This is an optimization exercise on Yosys and OpenROAD, whose aim is small area, not a production implementation.
Function was checked by simulation only, so behaviour that the tests miss may differ from the original.
Power figures rest on the tool's default switching activity, not on a simulated workload. The flow treats the clock pin as an ideal source, which a real chip does not have.

==> flow/design.v <==
`timescale 1ns / 1ps
module morph_open #(
    parameter IMG_H = 83
)
(
    input clk,
    input mask,
    input de_in,
    input h_sync_in,
    input v_sync_in,
    output de_out,
    output h_sync_out,
    output v_sync_out,
    output [23:0] open_out
);
localparam integer LSYNC = 4 * IMG_H + 9;                      
localparam integer LM    = 4 * IMG_H + 6;                       
localparam integer LDE   = 6 * IMG_H + 11;                      
reg [LDE-1:0]   s_de;
reg [LSYNC:0]   s_hs;
reg [LSYNC:0]   s_vs;
reg [LM-1:0]    s_m;
reg             e_r;
reg [LM-1:0]    s_e;
reg             d_r;
wire [24:0] ewin_de, ewin_m, dwin_e, dwin_de;
genvar gr, gc;
generate
    for (gr = 0; gr < 5; gr = gr + 1) begin : g_r
        for (gc = 0; gc < 5; gc = gc + 1) begin : g_c
            assign ewin_de[5*gr+gc] = s_de[1 + gc + IMG_H * gr];
            assign ewin_m[5*gr+gc]  = s_m[1 + gc + IMG_H * gr];
            assign dwin_e[5*gr+gc]  = s_e[1 + gc + IMG_H * gr];
            assign dwin_de[5*gr+gc] = s_de[172 + gc + IMG_H * gr];
        end
    end
endgenerate
wire [4:0] r_any, c_any;
generate
    for (gr = 0; gr < 5; gr = gr + 1) begin : g_rc
        assign r_any[gr] = ~&ewin_m[5*gr +: 5];
        assign c_any[gr] = ~(ewin_m[gr] & ewin_m[gr+5] & ewin_m[gr+10] & ewin_m[gr+15] & ewin_m[gr+20]);
    end
endgenerate
function amo5(input [4:0] a);
    amo5 = ~(((a[0] | a[1]) & (a[2] | a[3] | a[4])) | (a[0] & a[1]) | (a[2] & (a[3] | a[4])) | (a[3] & a[4]));
endfunction
wire ev = &ewin_de;
wire z2 = ~(amo5(r_any) & amo5(c_any));
wire dv = &dwin_de;
wire dor = |dwin_e;
always @(posedge clk) begin
    s_de <= {s_de[LDE-2:0], de_in};
    s_hs <= {s_hs[LSYNC-1:0], h_sync_in};
    s_vs <= {s_vs[LSYNC-1:0], v_sync_in};
    s_m  <= {s_m[LM-2:0], mask};
    e_r  <= ev & ~z2;
    s_e  <= {s_e[LM-2:0], e_r};
    d_r  <= dv & dor;
end
assign de_out     = s_de[LSYNC];
assign h_sync_out = s_hs[LSYNC];
assign v_sync_out = s_vs[LSYNC];
assign open_out   = {24{d_r}};
endmodule
clock: 5.0 ns
lec_check: 0
cap_margin: 20
core_margin: 2
core_utilization: 68
place_density: 0.72
slew_margin: 20
standard.sh (not shown) runs the stock make flow with config.mk's settings and CLKGATE_MAP_FILE= SYNTH_SCRIPT=/design/flow/synth_recipe.tcl, a recipe that flattens the netlist after the stock synthesis.
==> flow/flow/run.sh <==
#!/bin/bash
# The standard layout, with a leaner clock tree (no dummy loads, larger sink
# clusters, buf_12 leaves) and the smallest buffer on each port.
set -euo pipefail
export CTS_ARGS="-sink_clustering_enable -repair_clock_nets -dont_use_dummy_load -sink_clustering_size 35 -sink_clustering_max_diameter 80 -buf_list {sky130_fd_sc_hd__buf_12 sky130_fd_sc_hd__clkbuf_16} -root_buf sky130_fd_sc_hd__clkbuf_16 -tree_buf sky130_fd_sc_hd__clkbuf_16 -sink_clustering_buffer sky130_fd_sc_hd__buf_12"
export BUFFER_PORTS_ARGS="-buffer_cell sky130_fd_sc_hd__buf_1"
bash standard.sh > standard.log 2>&1
Then changed:
==> flow/flow/run.sh (replaced) <==
#!/bin/bash
# The standard layout, with a leaner clock tree (no dummy loads, larger sink
# clusters, clkbuf_16 only) and the smallest buffer on each port.
set -euo pipefail
export CTS_ARGS="-sink_clustering_enable -repair_clock_nets -dont_use_dummy_load -sink_clustering_size 34 -sink_clustering_max_diameter 100 -buf_list {sky130_fd_sc_hd__buf_12 sky130_fd_sc_hd__clkbuf_16} -root_buf sky130_fd_sc_hd__clkbuf_16 -tree_buf sky130_fd_sc_hd__clkbuf_16 -sink_clustering_buffer sky130_fd_sc_hd__buf_12"
export BUFFER_PORTS_ARGS="-buffer_cell sky130_fd_sc_hd__buf_1"
bash standard.sh > standard.log 2>&1
Outcome: Global-route usage is about the same. Core utilization barely changes. Sequential cell count is unchanged. Power grows slightly.

## separate check: timing with driven ports
No port has a modelled driver above. Below, the same layouts with a new extraction and two added sets of constraints.
Step 1 (the two cells are an assumption about what drives the block):
set clk [get_ports {clk}]
set_driving_cell -lib_cell sky130_fd_sc_hd__clkbuf_16 $clk
set_driving_cell -lib_cell sky130_fd_sc_hd__buf_2 [delete_from_list [all_inputs] $clk]
Step 2 moves the port delays by t, midway between the first and last clock arrival at a register: inputs arrive t later, outputs are due t later. That takes back most of the time a late clock gives input paths.
a / b / c = ideal / step 1 / step 2; a / b = the first two.
run	t, ns	setup slack, ns	slew at the worst register clock pin (ns)	cell pins on the clock port's net
the first run	0.673	2.420 / 2.361 / 3.034	0.12 / 0.12	1
the second run	0.654	2.414 / 2.354 / 3.008	0.12 / 0.12	1
After both steps every run listed still meets setup and hold.
